Background: an optimization exercise with open tools, aiming at small area. Do not read the settings as production practice.
Function was checked by simulation only, so behaviour that the tests miss may differ from the original.
The flow treats the clock pin as an ideal source. Dropping or thinning the clock tree relies on that and would not hold on a real chip.

== north ==
Design uart, start of the top module:
module uart(clock, reset, tx);
input clock, reset;
output tx;
localparam [15:0] TAPS = 16'b1000000101010000;
localparam [15:0] Z    = 16'b0100111011001101;
localparam [15:0] X1   = 16'b0010011101100110;
localparam [15:0] X3   = 16'b0110001101101110;
localparam [15:0] SAME = 16'b1011101111110111;    
localparam [15:0] PB   = 16'b1010101010101010;
localparam [3:0] PR = 4'b0000;
localparam [5:0] PJ = 6'b000000;
localparam [5:0] JR = 6'd0;
localparam [255:0] ROM = 256'b1111111111111111111111111111111110000101000001011001000010010000101100100011001010110110001101101011100100111001101101111011011110111011101110111001000000010000101101111011011110110110001101101011011000110110101100101011001010110100001101001111111111111111;
reg [15:0] bq;
reg [3:0] rq;
reg [5:0] jq;
wire [15:0] b = bq ^ PB;    
wire [3:0] r = rq ^ PR;        
wire [5:0] j = jq ^ PJ;   
wire near = ((b & SAME) == (X1 & SAME));
wire tick = near && ((b & ~SAME) == (X1 & ~SAME));      
wire done = ((|j[5:4]) | (j[3:0] >= 4'd14));    
wire pend = (j[0] & j[1] & j[3] & j[4] & j[5]) & (r[0] & r[3]) & near && ((b & ~SAME) == (X3 & ~SAME));    
wire fb   = (^(b & TAPS)) ^ (tick & !done);
wire [4:0] r1 = {1'b0, r} + 5'd1;
always @(posedge clock) begin
  if (!reset || pend) bq <= Z ^ PB;
  else bq <= {b[14:0], fb} ^ PB;
  if (!reset || pend) begin
    rq <= 4'd15 ^ PR;
    jq <= JR ^ PJ;
  end else if (tick) begin
    rq <= (r1[4] ? {1'b0, !done, !done, 1'b0} : r1[3:0]) ^ PR;
    if (r1[4]) jq <= (j + 6'd1) ^ PJ;
  end
end
assign tx = !reset | done | ROM[{j[3:0], r}];
endmodule
Size in the first run: about 120 cells after synthesis, ~26 flip-flops, roughly 980 sq um of cells after synthesis.
==> flow/config.mk <==
export PLATFORM = sky130hd
export DESIGN_NAME = uart
export DESIGN_NICKNAME = uart
export VERILOG_FILES = /design/flow/design.v
export SDC_FILE = /design/flow/constraint.sdc
export NUM_CORES = 4
export LEC_CHECK = 0
export CAP_MARGIN = 20
export CORE_AREA = 3 3 61 61
export DIE_AREA = 0 0 64 64
export SLEW_MARGIN = 20
==> flow/constraint.sdc <==
create_clock -name core_clock -period 10.0 [get_ports {clock}]
set_input_delay 2.0000 -clock core_clock [delete_from_list [all_inputs] [get_ports {clock}]]
set_output_delay 2.0000 -clock core_clock [all_outputs]
set_load 0.01 [all_outputs]
standard.sh (not shown) runs the stock make flow with config.mk's settings and CLKGATE_MAP_FILE= SYNTH_SCRIPT=/design/flow/synth_recipe.tcl, a recipe that flattens the netlist after the stock synthesis.
==> flow/flow/run.sh <==
#!/bin/bash
# Own flow: the standard layout (standard.sh) with three changes:
# - synthesis maps for area: flow/my_synth.tcl wraps synth_recipe.tcl, runs ABC with each
#   flow/area*.abc script and keeps the smallest netlist; ADDER_MAP_FILE is empty so adders
#   go through ABC, not ha/fa cells;
# - CTS inserts no dummy loads, and flow/post_cts.tcl collapses the small tree to one buffer;
# - port buffers are buf_1.
# make's full output is in flow_make.log, each ORFS step's log under orfs/logs/.
set -euo pipefail
W=$(pwd)
export FLOW_SYNTH_TCL="$W/synth_recipe.tcl"
export MY_ABC_DIR="$W/flow"
export CTS_ARGS="-sink_clustering_enable -repair_clock_nets -dont_use_dummy_load -buf_list sky130_fd_sc_hd__clkbuf_8"
export POST_CTS_TCL="$W/flow/post_cts.tcl"
export ROOT_CLKBUF=sky130_fd_sc_hd__clkbuf_16
export BUFFER_PORTS_ARGS="-buffer_cell sky130_fd_sc_hd__buf_1"
sed -e "s#SYNTH_SCRIPT=[^ ]*#SYNTH_SCRIPT=$W/flow/my_synth.tcl ADDER_MAP_FILE= #" standard.sh > my_standard.sh
bash my_standard.sh > "$W/flow_make.log" 2>&1
==> flow/flow/area0.abc <==
strash
&get -n
&deepsyn -J 1000 -T 300 -S 0
&put
dch
amap
==> flow/flow/area1.abc <==
strash
&get -n
&deepsyn -J 1000 -T 300 -S 1
&put
dch
amap
==> flow/flow/area2.abc <==
strash
&get -n
&deepsyn -J 1000 -T 300 -S 2
&put
dch
amap
==> flow/flow/area3.abc <==
strash
&get -n
&deepsyn -J 1000 -T 300 -S 3
&put
dch
amap
==> flow/flow/area4.abc <==
strash
&get -n
&deepsyn -J 1000 -T 300 -S 4
&put
dch
amap
==> flow/flow/area5.abc <==
strash
&get -n
&deepsyn -J 1000 -T 300 -S 5
&put
dch
amap
==> flow/flow/area6.abc <==
strash
&get -n
&deepsyn -J 1000 -T 300
&put
dch -f
amap
==> flow/flow/post_cts.tcl <==
# Hook run by ORFS's cts.tcl after clock tree synthesis (POST_CTS_TCL).
# For this small design CTS builds a root buffer feeding two leaf buffers. Collapse that into
# one buffer: the clock port drives only the root buffer, every clock sink moves onto the root
# buffer's output, the leaf buffers are deleted, and the root is sized to ROOT_CLKBUF.
set block [ord::get_db_block]
set clknet [[$block findBTerm clock] getNet]
set roots {}
foreach it [$clknet getITerms] { lappend roots [$it getInst] }
if {[llength $roots] == 1} {
  set root [lindex $roots 0]
  set rootnet [[$root findITerm X] getNet]
  foreach it [$rootnet getITerms] {
    set inst [$it getInst]
    if {$inst == $root} continue
    if {![string match sky130_fd_sc_hd__clkbuf_* [[$inst getMaster] getName]]} continue
    set onet [[$inst findITerm X] getNet]
    if {$onet != "NULL"} {
      foreach sink [$onet getITerms] {
        if {[$sink getInst] != $inst} { $sink disconnect; $sink connect $rootnet }
      }
    }
    $it disconnect
    odb::dbInst_destroy $inst
    if {$onet != "NULL"} { odb::dbNet_destroy $onet }
  }
  if {[info exists ::env(ROOT_CLKBUF)]} { replace_cell [$root getName] $::env(ROOT_CLKBUF) }
  detailed_placement
  estimate_parasitics -placement
  report_clock_skew
}
Other scripts of this flow, unchanged in this note and not shown: flow/flow/my_synth.tcl
north: no failed stages, no open violations at the end
Setup changes, north to south
Settings: GPL_TIMING_DRIVEN newly set to 0.
--- a/flow/flow/run.sh
+++ b/flow/flow/run.sh
@@ -4,5 +4,6 @@
 #   flow/area*.abc script and keeps the smallest netlist; ADDER_MAP_FILE is empty so adders
 #   go through ABC, not ha/fa cells;
-# - CTS inserts no dummy loads, and flow/post_cts.tcl collapses the small tree to one buffer;
+# - CTS inserts no dummy loads, and flow/post_cts.tcl collapses the small tree to one buffer
+#   (a buf_12, strong enough for the 26 flip-flops);
 # - port buffers are buf_1.
 # make's full output is in flow_make.log, each ORFS step's log under orfs/logs/.
@@ -13,5 +14,5 @@
 export CTS_ARGS="-sink_clustering_enable -repair_clock_nets -dont_use_dummy_load -buf_list sky130_fd_sc_hd__clkbuf_8"
 export POST_CTS_TCL="$W/flow/post_cts.tcl"
-export ROOT_CLKBUF=sky130_fd_sc_hd__clkbuf_16
+export ROOT_CLKBUF=sky130_fd_sc_hd__buf_12
 export BUFFER_PORTS_ARGS="-buffer_cell sky130_fd_sc_hd__buf_1"
 sed -e "s#SYNTH_SCRIPT=[^ ]*#SYNTH_SCRIPT=$W/flow/my_synth.tcl ADDER_MAP_FILE= #" standard.sh > my_standard.sh
==> flow/flow/area0.abc <==
strash
&get -n
&deepsyn -J 1000 -T 300 -S 4
&put
dch
amap
removed: flow/flow/area1.abc
removed: flow/flow/area2.abc
removed: flow/flow/area3.abc
removed: flow/flow/area4.abc
removed: flow/flow/area5.abc
removed: flow/flow/area6.abc
## What came out
Result for north and south: all clean. The final reports for south and north show data-path buffer share of cell area in the final layout lower in the former. Going from north to south, combined area of the multi-input logic cells grows by 1.5%. Per-cell routed wire length delta (south -> north): insignificant. Comparing north with south, the clock transition time at the flip-flop clock pins of the worst setup and hold paths came out essentially unchanged. NOTE: shortest period the worst path allows in south exceeds that of north. Comparing north and south, number of nets at the end of the flow is lower on south. On worst voltage drop across the vdd grid: between north and south, it ends up higher for north. south vs. north: worst hold slack closely matched the old numbers; total of plain and repair buffers excluding clock buffers decreased by 1 relative to the old numbers.

## afterwards: timing with drivers on the ports
Ports are ideal in the flow. The routed layouts listed here were re-timed in OpenROAD.
Step 1, drivers: a clkbuf_16 drives clock and a buf_2 each remaining input, both assumed.
Step 2, shift: input delay + t, output delay - t, t = (earliest + latest rising clock arrival at the registers) / 2. This alone moves slack from input paths to output paths.
Slacks: ideal / step 1 / step 2; pairs: ideal / step 1.
| run | shift t [ns] | setup WS [ns] | worst hold slack (ns) | slew at the worst register clock pin (ns) | pins driven straight from the clock port |
|---|---|---|---|---|---|
| north | 0.183 | 5.452 / 5.423 / 5.423 | 0.391 / 0.391 / 0.391 | 0.09 / 0.09 | 1 |
| south | 0.160 | 5.394 / 5.372 / 5.372 | 0.391 / 0.391 / 0.391 | 0.10 / 0.10 | 1 |
After both steps every run listed still meets setup and hold. The setup slack of north, which loses most, moves by -0.029 ns with the drivers and by -0.029 ns with both steps.
